Background: an optimization exercise with open tools, aiming at small area. Do not read the settings as production practice. The RTL was checked by simulation tests, not by an equivalence proof against the original design. No driver is modelled on the clock port, so clocking that relies on it looks cheaper here than on a real chip. No activity file was given, so power comes from the tool's default toggle rates.

==> design/flow/config.mk <==
export PLATFORM = sky130hd
export DESIGN_NAME = DE2_115
export DESIGN_NICKNAME = DE2_115
export VERILOG_FILES = /design/flow/design.v
export SDC_FILE = /design/flow/constraint.sdc
export NUM_CORES = 4
export LEC_CHECK = 0
export CAP_MARGIN = 20
export CORE_MARGIN = 2
export CORE_UTILIZATION = 40
export SLEW_MARGIN = 20
==> design/flow/constraint.sdc <==
create_clock -name core_clock -period 8.0 [get_ports {CLOCK_50}]
set_input_delay 1.6000 -clock core_clock [delete_from_list [all_inputs] [get_ports {CLOCK_50}]]
set_output_delay 1.6000 -clock core_clock [all_outputs]
set_load 0.01 [all_outputs]
==> design/flow/design.v <==
module SevenHexDecoder(
	input [7:0] i_hex,
	input i_mode,
	output logic [6:0] o_seven_ten,
	output logic [6:0] o_seven_one
);
	parameter D0 = 7'b1000000;
	parameter D1 = 7'b1111001;
	parameter D2 = 7'b0100100;
	parameter D3 = 7'b0110000;
	parameter D4 = 7'b0011001;
	parameter D5 = 7'b0010010;
	parameter D6 = 7'b0000010;
	parameter D7 = 7'b1011000;
	parameter D8 = 7'b0000000;
	parameter D9 = 7'b0010000;
	parameter DA = 7'b0001000;
	parameter DB = 7'b0000011;
	parameter DC = 7'b1000110;
	parameter DD = 7'b0100001;
	parameter DE = 7'b0000110;
	parameter DF = 7'b0001110;
	always_comb begin
		if (i_mode == 0) begin
			case(i_hex[3:0])
				4'h0: begin o_seven_ten = D0; o_seven_one = D0; end
				4'h1: begin o_seven_ten = D0; o_seven_one = D1; end
				4'h2: begin o_seven_ten = D0; o_seven_one = D2; end
				4'h3: begin o_seven_ten = D0; o_seven_one = D3; end
				4'h4: begin o_seven_ten = D0; o_seven_one = D4; end
				4'h5: begin o_seven_ten = D0; o_seven_one = D5; end
				4'h6: begin o_seven_ten = D0; o_seven_one = D6; end
				4'h7: begin o_seven_ten = D0; o_seven_one = D7; end
				4'h8: begin o_seven_ten = D0; o_seven_one = D8; end
				4'h9: begin o_seven_ten = D0; o_seven_one = D9; end
				4'ha: begin o_seven_ten = D1; o_seven_one = D0; end
				4'hb: begin o_seven_ten = D1; o_seven_one = D1; end
				4'hc: begin o_seven_ten = D1; o_seven_one = D2; end
				4'hd: begin o_seven_ten = D1; o_seven_one = D3; end
				4'he: begin o_seven_ten = D1; o_seven_one = D4; end
				4'hf: begin o_seven_ten = D1; o_seven_one = D5; end
			endcase
		end
		else begin
			case(i_hex[3:0])
				4'h0: begin o_seven_one = D0; end
				4'h1: begin o_seven_one = D1; end
				4'h2: begin o_seven_one = D2; end
				4'h3: begin o_seven_one = D3; end
				4'h4: begin o_seven_one = D4; end
				4'h5: begin o_seven_one = D5; end
				4'h6: begin o_seven_one = D6; end
				4'h7: begin o_seven_one = D7; end
				4'h8: begin o_seven_one = D8; end
				4'h9: begin o_seven_one = D9; end
				4'ha: begin o_seven_one = DA; end
				4'hb: begin o_seven_one = DB; end
				4'hc: begin o_seven_one = DC; end
				4'hd: begin o_seven_one = DD; end
				4'he: begin o_seven_one = DE; end
				4'hf: begin o_seven_one = DF; end
			endcase
			case(i_hex[7:4])
				4'h0: begin o_seven_ten = D0; end
				4'h1: begin o_seven_ten = D1; end
				4'h2: begin o_seven_ten = D2; end
				4'h3: begin o_seven_ten = D3; end
				4'h4: begin o_seven_ten = D4; end
				4'h5: begin o_seven_ten = D5; end
				4'h6: begin o_seven_ten = D6; end
				4'h7: begin o_seven_ten = D7; end
				4'h8: begin o_seven_ten = D8; end
				4'h9: begin o_seven_ten = D9; end
				4'ha: begin o_seven_ten = DA; end
				4'hb: begin o_seven_ten = DB; end
				4'hc: begin o_seven_ten = DC; end
				4'hd: begin o_seven_ten = DD; end
				4'he: begin o_seven_ten = DE; end
				4'hf: begin o_seven_ten = DF; end
			endcase
		end
	end
endmodule
module Debounce(
	input i_in,
	input i_clk,
	input i_rst,
	output o_debounced,
	output o_neg,
	output o_pos
);
	logic deb_r, neg_r;
	logic [2:0] cnt_r;
	logic flip;
	assign flip = (cnt_r == 3'd0);
	assign o_debounced = deb_r;
	assign o_neg = neg_r;
	assign o_pos = 1'b0;
	always_ff @(posedge i_clk or negedge i_rst) begin
		if (!i_rst) begin
			deb_r <= 1'b0;
			cnt_r <= 3'd0;
			neg_r <= 1'b0;
		end else begin
			deb_r <= deb_r ^ flip;
			cnt_r <= (i_in != deb_r) ? cnt_r - 3'd1 : 3'd7;
			neg_r <= deb_r & flip;
		end
	end
endmodule
module Top(
	input i_clk,
	input i_rst,
	input i_start_0,
	input i_start_1,
	output logic [7:0] o_random_out,
	output logic o_mode
);
	localparam logic [9:0] LO_LAST = 10'b1010110010;  
	localparam logic [5:0] IDX_LAST = 6'b010011;      
	logic run;
	logic [30:0] lfsr;
	logic [9:0] lo;
	logic [5:0] hi, idx;
	logic start, lo_wrap, hit;
	assign start = i_start_0 | i_start_1;
	assign lo_wrap = (lo == LO_LAST);
	assign hit = (lo == 10'd0) && (hi == idx);
	always_ff @(posedge i_clk or negedge i_rst) begin
		if (!i_rst) begin
			run <= 1'b0;
			lfsr <= 31'd1;
			o_random_out <= 8'd0;
			o_mode <= 1'b0;
		end else begin
			lfsr <= {lfsr[28] ^ lfsr[0], lfsr[30:1]};
			if (start) begin
				o_mode <= ~i_start_0;
				run <= 1'b1;
			end else if (run && hit) begin
				if (o_mode) o_random_out <= lfsr[30:23];
				else o_random_out <= {4'b0000, lfsr[30:27]};
				if (idx == IDX_LAST) run <= 1'b0;
			end
		end
	end
	always_ff @(posedge i_clk) begin
		if (start || hit || lo_wrap) lo <= 10'd0;
		else lo <= {lo[8:0], ~(lo[9] ^ lo[6])};
		if (start || hit) hi <= 6'd0;
		else if (lo_wrap) hi <= {hi[4:0], ~(hi[5] ^ hi[4])};
		if (start) idx <= 6'd0;
		else if (hit) idx <= {idx[4:0], ~(idx[5] ^ idx[4])};
	end
endmodule
module DE2_115(
	input CLOCK_50,
	input RST_N,
	input KEY0,
	input KEY2,
	output [6:0] HEX0,
	output [6:0] HEX1
);
	logic keydown_0, keydown_1;
	logic [7:0] random_value;
	logic mode;
	Debounce deb0(
		.i_in(KEY0),
		.i_rst(RST_N),
		.i_clk(CLOCK_50),
		.o_debounced(),
		.o_neg(keydown_0),
		.o_pos()
	);
	Debounce deb1(
		.i_in(KEY2),
		.i_rst(RST_N),
		.i_clk(CLOCK_50),
		.o_debounced(),
		.o_neg(keydown_1),
		.o_pos()
	);
	Top top0(
		.i_clk(CLOCK_50),
		.i_rst(RST_N),
		.i_start_0(keydown_0),
		.i_start_1(keydown_1),
		.o_random_out(random_value),
		.o_mode(mode)
	);
	SevenHexDecoder seven_dec0(
		.i_hex(random_value),
		.i_mode(mode),
		.o_seven_ten(HEX1),
		.o_seven_one(HEX0)
	);
endmodule
==> design/flow/flow/run.sh <==
#!/bin/bash
# Own layout flow. It is the standard layout (standard.sh) with three changes:
#  1. after the standard synthesis, the combinational logic is mapped again with a stronger
#     ABC area script (flow/remap.tcl, sixteen seeds, smallest kept); every flip-flop instance
#     is kept as it is;
#  2. port buffers are buf_1 cells;
#  3. the clock is buffered by flow/cts.tcl: the flip-flops are split into four groups by
#     position and each group gets one clock buffer (buf_8, or buf_12 if the estimated
#     clock slew is high), driven by the clock port.
# Each tool writes its full output to a log file of its own in this folder.
set -euo pipefail
R=orfs/results/sky130hd/DE2_115/base
export BUFFER_PORTS_ARGS="-buffer_cell sky130_fd_sc_hd__buf_1"

bash standard.sh synth > 1_standard_synth.log 2>&1
cp $R/1_2_yosys.v $R/1_2_yosys_standard.v
Y=$FLOW_HOME/../tools/install/yosys/bin/yosys; [ -x $Y ] || Y=yosys
# sixteen ABC runs with different seeds, four at a time; the smallest netlist is kept
SEEDS="1 2 3 4 5 6 7 8 9 10 11 12 13 14 15 16"
for s in $SEEDS; do
  REMAP_T=30 REMAP_SEED=$s REMAP_OUT=$R/1_2_yosys_remap$s.v $Y -c flow/remap.tcl > 1_remap_yosys_$s.log 2>&1 &
  if [ $((s % 4)) -eq 0 ]; then wait; fi
done
wait
best=$(for s in $SEEDS; do echo "$(awk '/Chip area/ {print $NF}' $R/1_2_yosys_remap$s.v.stat) $s"; done | sort -g | head -1 | cut -d' ' -f2)
echo "remap areas:"; for s in $SEEDS; do grep "Chip area" $R/1_2_yosys_remap$s.v.stat; done; echo "kept seed $best"
cp $R/1_2_yosys_remap$best.v $R/1_2_yosys.v
rm -f $R/1_synth.odb
bash standard.sh place > 2_standard_place.log 2>&1
openroad -exit -no_init flow/cts.tcl > 3_cts_openroad.log 2>&1
cp $R/4_1_cts.odb $R/4_cts.odb
bash standard.sh > 4_standard_finish.log 2>&1
test -s out/final.def
==> design/flow/flow/cts.tcl <==
# Clock buffering in place of TritonCTS: the clock sinks are split into four groups by
# k-means on their positions and each group gets one buffer at its centre, driven
# straight from the clock port (which then feeds four cell pins).
set R orfs/results/sky130hd/DE2_115/base
set P $::env(FLOW_HOME)/platforms/sky130hd
read_liberty $P/lib/sky130_fd_sc_hd__tt_025C_1v80.lib
read_db $R/3_place.odb
read_sdc $R/3_place.sdc
source $P/setRC.tcl
set K 4
set cell sky130_fd_sc_hd__buf_8
set block [ord::get_db_block]
set sinks {}
foreach it [[$block findNet CLOCK_50] getITerms] {
  set inst [$it getInst]
  lassign [$inst getLocation] x y
  lappend sinks [list $x $y [$inst getName]/[[$it getMTerm] getName]]
}
set n [llength $sinks]
set cents {}
set sorted [lsort -real -index 0 $sinks]
for {set i 0} {$i < $K} {incr i} {
  set s [lindex $sorted [expr {int(($i + 0.5) * $n / $K)}]]
  lappend cents [list [lindex $s 0] [lindex $s 1]]
}
for {set iter 0} {$iter < 30} {incr iter} {
  set groups {}
  for {set i 0} {$i < $K} {incr i} { lappend groups {} }
  foreach s $sinks {
    set best 0; set bd 1e30
    for {set i 0} {$i < $K} {incr i} {
      lassign [lindex $cents $i] cx cy
      set d [expr {abs([lindex $s 0] - $cx) + abs([lindex $s 1] - $cy)}]
      if {$d < $bd} { set bd $d; set best $i }
    }
    lset groups $best [concat [lindex $groups $best] [list $s]]
  }
  set cents {}
  foreach g $groups {
    set sx 0; set sy 0
    foreach s $g { set sx [expr {$sx + [lindex $s 0]}]; set sy [expr {$sy + [lindex $s 1]}] }
    set m [llength $g]; if {$m == 0} { set m 1 }
    lappend cents [list [expr {$sx / $m}] [expr {$sy / $m}]]
  }
}
set dbu [$block getDbUnitsPerMicron]
set i 0
foreach g $groups c $cents {
  if {[llength $g] == 0} continue
  set pins {}
  foreach s $g { lappend pins [get_pins [lindex $s 2]] }
  puts "clock group $i: [llength $pins] sinks"
  insert_buffer -buffer_cell $cell -load_pins $pins \
    -location [list [expr {[lindex $c 0] / double($dbu)}] [expr {[lindex $c 1] / double($dbu)}]] \
    -buffer_name clkbuf_g$i -net_name clknet_g$i
  incr i
}
foreach inst [$block getInsts] {
  if {[string match clkbuf_g* [$inst getName]]} {
    foreach it [$inst getITerms] { if {[[$it getMTerm] getName] eq "X"} { [$it getNet] setSigType CLOCK } }
  }
}
detailed_placement
check_placement -verbose
set_propagated_clock [all_clocks]
estimate_parasitics -placement
# If a flip-flop clock pin's estimated slew is high, use stronger buffers.
proc max_clk_slew {} {
  set mx 0
  foreach p [get_pins -hierarchical */CLK] { set s [get_property $p slew_max]; if {$s > $mx} { set mx $s } }
  return $mx
}
set slew [max_clk_slew]
puts "max clock pin slew with $cell: $slew"
if {$slew > 0.115} {
  foreach inst [$block getInsts] {
    if {[string match clkbuf_g* [$inst getName]]} { replace_cell [$inst getName] sky130_fd_sc_hd__buf_12 }
  }
  detailed_placement
  estimate_parasitics -placement
  puts "max clock pin slew with buf_12: [max_clk_slew]"
}
report_clock_skew
report_worst_slack -max
report_worst_slack -min
write_db $R/4_1_cts.odb
exec cp $R/3_place.sdc $R/4_cts.sdc
==> design/flow/flow/remap.tcl <==
# Maps the combinational logic of the standard synthesis netlist again, for area.
# Flip-flops (and tie cells) are kept as the same instances; everything else is
# flattened into gates and mapped by ABC.
yosys -import
set R orfs/results/sky130hd/DE2_115/base
set lib /OpenROAD-flow-scripts/flow/platforms/sky130hd/lib/sky130_fd_sc_hd__tt_025C_1v80.lib
if {[info exists ::env(FLOW_HOME)]} { set lib $::env(FLOW_HOME)/platforms/sky130hd/lib/sky130_fd_sc_hd__tt_025C_1v80.lib }
set dont_use {}
foreach c {sky130_fd_sc_hd__probe_p_8 sky130_fd_sc_hd__probec_p_8 sky130_fd_sc_hd__lpflow_bleeder_1 sky130_fd_sc_hd__lpflow_clkbufkapwr_1 sky130_fd_sc_hd__lpflow_clkbufkapwr_16 sky130_fd_sc_hd__lpflow_clkbufkapwr_2 sky130_fd_sc_hd__lpflow_clkbufkapwr_4 sky130_fd_sc_hd__lpflow_clkbufkapwr_8 sky130_fd_sc_hd__lpflow_clkinvkapwr_1 sky130_fd_sc_hd__lpflow_clkinvkapwr_16 sky130_fd_sc_hd__lpflow_clkinvkapwr_2 sky130_fd_sc_hd__lpflow_clkinvkapwr_4 sky130_fd_sc_hd__lpflow_clkinvkapwr_8 sky130_fd_sc_hd__lpflow_decapkapwr_12 sky130_fd_sc_hd__lpflow_decapkapwr_3 sky130_fd_sc_hd__lpflow_decapkapwr_4 sky130_fd_sc_hd__lpflow_decapkapwr_6 sky130_fd_sc_hd__lpflow_decapkapwr_8 sky130_fd_sc_hd__lpflow_inputiso0n_1 sky130_fd_sc_hd__lpflow_inputiso0p_1 sky130_fd_sc_hd__lpflow_inputiso1n_1 sky130_fd_sc_hd__lpflow_inputiso1p_1 sky130_fd_sc_hd__lpflow_inputisolatch_1 sky130_fd_sc_hd__lpflow_isobufsrc_1 sky130_fd_sc_hd__lpflow_isobufsrc_16 sky130_fd_sc_hd__lpflow_isobufsrc_2 sky130_fd_sc_hd__lpflow_isobufsrc_4 sky130_fd_sc_hd__lpflow_isobufsrc_8 sky130_fd_sc_hd__lpflow_isobufsrckapwr_16 sky130_fd_sc_hd__lpflow_lsbuf_lh_hl_isowell_tap_1 sky130_fd_sc_hd__lpflow_lsbuf_lh_hl_isowell_tap_2 sky130_fd_sc_hd__lpflow_lsbuf_lh_hl_isowell_tap_4 sky130_fd_sc_hd__lpflow_lsbuf_lh_isowell_4 sky130_fd_sc_hd__lpflow_lsbuf_lh_isowell_tap_1 sky130_fd_sc_hd__lpflow_lsbuf_lh_isowell_tap_2 sky130_fd_sc_hd__lpflow_lsbuf_lh_isowell_tap_4} { lappend dont_use -dont_use $c }
read_liberty -ignore_miss_func $lib
read_verilog $R/1_2_yosys_standard.v
hierarchy -top DE2_115
setattr -mod -set keep_hierarchy 1 sky130_fd_sc_hd__df* sky130_fd_sc_hd__conb_1
flatten
opt_clean -purge
design -save base
# deepsyn (seeded, time limited) makes a small AIG; it is saved and then mapped with a few
# scripts, and the smallest mapping is kept.
set aig $::env(REMAP_OUT).aig.blif
abc -liberty $lib {*}$dont_use -script "+strash;&get,-n;&deepsyn,-T,$::env(REMAP_T),-S,$::env(REMAP_SEED);&put;write_blif,$aig;dch,-f;amap;topo"
proc chip_area {f} {
  set fd [open $f]; set a 1e9
  while {[gets $fd line] >= 0} { if {[regexp {Chip area[^:]*:\s*([0-9.]+)} $line -> v]} { set a $v } }
  close $fd; return $a
}
tee -q -o $::env(REMAP_OUT).try stat -liberty $lib
set best [chip_area $::env(REMAP_OUT).try]
design -save best
puts "mapping 0: $best"
set i 0
foreach m {"amap" "dch,-f,-p;amap" "dc2;dch,-f;amap" "dc2;amap" "&get,-n;&dch,-f;&put;amap" "dc2;dch,-f,-p;amap"} {
  incr i
  design -load base
  abc -liberty $lib {*}$dont_use -script "+read_blif,$aig;strash;$m;topo"
  tee -q -o $::env(REMAP_OUT).try stat -liberty $lib
  set a [chip_area $::env(REMAP_OUT).try]
  puts "mapping $i ($m): $a"
  if {$a < $best} { set best $a; design -save best }
}
design -load best
opt_clean -purge
hilomap -singleton -hicell sky130_fd_sc_hd__conb_1 HI -locell sky130_fd_sc_hd__conb_1 LO
splitnets
opt_clean -purge
select DE2_115
tee -o $::env(REMAP_OUT).stat stat -liberty $lib
write_verilog -noattr -nohex -nodec -selected $::env(REMAP_OUT)
==> design/flow/standard.sh <==
#!/bin/bash
# synth_recipe.tcl (not shown) runs the flow's synth.tcl, then flattens the netlist and writes it again
# the make line also repeats each setting of config.mk as NAME=value (left out here)
make -C /OpenROAD-flow-scripts/flow DESIGN_CONFIG=/design/flow/config.mk WORK_HOME=/design/flow/orfs CLKGATE_MAP_FILE= SYNTH_SCRIPT=/design/flow/synth_recipe.tcl "${@:-finish}"
==> notes.md <==
## registers in the layout (all words and copies together), names as in the netlist
name	count
deb1.neg_r	1
top0.lo	10
deb0.neg_r	1
top0.lfsr	31
top0.idx	6
top0.o_random_out	8
top0.o_mode	1
top0.run	1
deb1.deb_r	1
deb1.cnt_r	3
deb0.cnt_r	3
top0.hi	6
deb0.deb_r	1
## layer usage
layer,up-vias,GRT usage (%),share of wire [%]
li1,883,-,-
met2,38,18.2,41
met1,802,18.7,53
met3,8,1.57,5.0
met4,0,1.44,1.4
met5,-,0,0
## power groups by stage
stage / Clock [mW] / Sequential (mW) / Combinational [mW]
floorplan: 0 / 0.434 / 0.0534
global placement: 0 / 0.439 / 0.0685
detailed placement: 0 / 0.439 / 0.0704
global route: 0.159 / 0.437 / 0.0824
finish: 0.142 / 0.432 / 0.0694
## final cells by class
class	count	share of cell area [%]
Inverter	39	5.18
Clock buffer	4	2.13
Multi-Input combinational cell	130	25.9
Tap cell	77	3.41
Timing Repair Buffer	18	2.57
Sequential cell	73	60.8
## worst max-delay path by stage
stage	end	startpoint
final	HEX0[3]	top0.o_mode
after global routing	HEX0[3]	top0.o_mode
after detailed placement	HEX0[3]	top0.o_mode
after global placement	HEX0[3]	top0.o_mode
after floorplan	HEX0[3]	top0.o_mode
## worst max-delay path: stages (launching register included)
cell and delay, ps:
dfrtp_1 470, clkinv_1 200, nor2_1 310, o31ai_1 160, o32ai_1 390, a21oi_1 100, nand2_1 80, nand2_1 60
clkinv_1 50, o221ai_1 100, buf_1 140
## per-stage QoR
step                utilization [%]  power [mW]  hold slack [ps]  setup WS (ps)  cells
floorplan                         -       0.487              331           4400    242
global placement               43.8       0.507              334           4510    337
detailed placement             43.8       0.510              337           4400    337
global route                   44.7       0.678              363           4050    341
finish                         44.7       0.643              345           4210    341
==> results by group <==
Detailed routing
  • Initial DRC count: 95
  • Post-DR vias/cell: 5.08
  • Antenna viol nets, final: 0
  • Total Wirelength: 4.17 mm
  • Routed len/inst: 12.2 um
  • Routed via count: 1731
  • DRT Pass-1 Iters: 4
  • DRC: 0

Worst setup path
  • Worst R2R Path Depth: 10
  • Crit end category: output port
  • Reg-to-reg setup timing slack: 5230 ps
  • Kind of critical path: reg -> out
  • Critical path required time: 6400 ps
  • Critical Path AT: 2190 ps
  • R2R Path End: top0.o_random_out[4]
  • Reg-to-reg startpoint: top0.idx[4]
  • CP Launch Type: flop
  • Critical Path Fanout Max: 7

Timing
  • Endpoints failing hold: 0
  • Final period util: 47.4%
  • Fin crit period: 3790 ps
  • Worst slew margin: 60.3%
  • Final TNS setup: 0 ps
  • Unrepaired setup endpoints after global routing: false
  • Fmax: 264 MHz
  • Setup violators final: 0
  • Worst Skew: 21.5 ps
  • Slew @ Worst Pin: 596 ps
  • Max-slew violation count: 0

Floorplanning
  • Core Rows: 29
  • Starting Density: 41.1%
  • Die area: 7150 um2
  • Placeable Area: 6310 um2
  • Die Y: 84.5 um
  • DIE WIDTH: 84.5 um
  • Ports: 18

Cells and area
  • Number of diodes: 0
  • Syn-to-layout area delta: 8.82%
  • Layout cells sized above 1: 2.65%
  • Final net count: 270
  • Most frequent cells in the layout: dfrtp_1 (50), clkinv_1 (39), nor2_1 (24)
  • Design area: 2820 um2
  • Most common cell after layout, fill and taps aside: dfrtp_1
  • FF/Latch Area: 1720 um2
  • # fillers: 597
  • Area of the multi-input gates: 731 um2

Global route
  • Vias in the first global route: 1598
  • Largest net degree at the start of global routing: 52
  • Global-route wire length before repair: 7.40 mm
  • Grt total ovfl: 0
  • GRT Overall Usage: 11.9%
  • Antenna violations before repair: 0

Placed design
  • Detailed placement HPWL: 2.92 mm
  • RePlAce Congestion: 0.875
  • Placed cell area: 2760 um2
  • # port buffers: 17

CTS
  • Reg clk slew, reported paths: 100 ps
  • Worst skew pair latency: 130 ps

Power and ir drop
  • VDD IR max: 0.130 mV
  • Power Internal: 0.493 mW
  • Leakage: 1.22 nW
  • Gate power share: 10.8%
  • P per Cell Area: 228 nW/um2
  • Clock share of power: 22.1%
  • Seq pwr share: 67.1%
  • Switching Fraction: 23.3%
  • NetSw: 0.150 mW

Yosys
  • Syn Area/Cell: 10.7 um2
  • Syn Std Cell Area: 2590 um2
  • Mapped Cells: 242
  • Synthesized net count: 246
  • Warnings, synthesis: 3

Hold path
  • Min-delay src: top0.lfsr[2]
  • HP Class: reg -> reg
  • Hold Path End: top0.lfsr[1]
  • WHS Path Cells: 0

Run status
  • Outcome: complete, no violations

Job
  • Max-cap violations: 0

[re-timing with driven ports]
Ports are ideal in the flow. The routed layout listed here was re-timed in OpenROAD. Step 1 sets driving cells, clkbuf_16 on the clock port and buf_2 on the other inputs (assumed; they add their load-dependent delay and slew). Step 2 times the ports against the registers' clock, not the clock port: input delays grow and output delays shrink by t, the midpoint of the rising clock arrivals with the driver on. Three values: ideal ports, drivers, drivers and shift; two values: the first two.
t (ns): 0.191
setup slack, ns: 4.205 / 4.135 / 4.326
worst setup path at the end: register to output
After both steps this run still meets setup and hold. For this run, drivers alone change the setup slack by -0.070 ns; drivers and shift together by +0.121 ns.
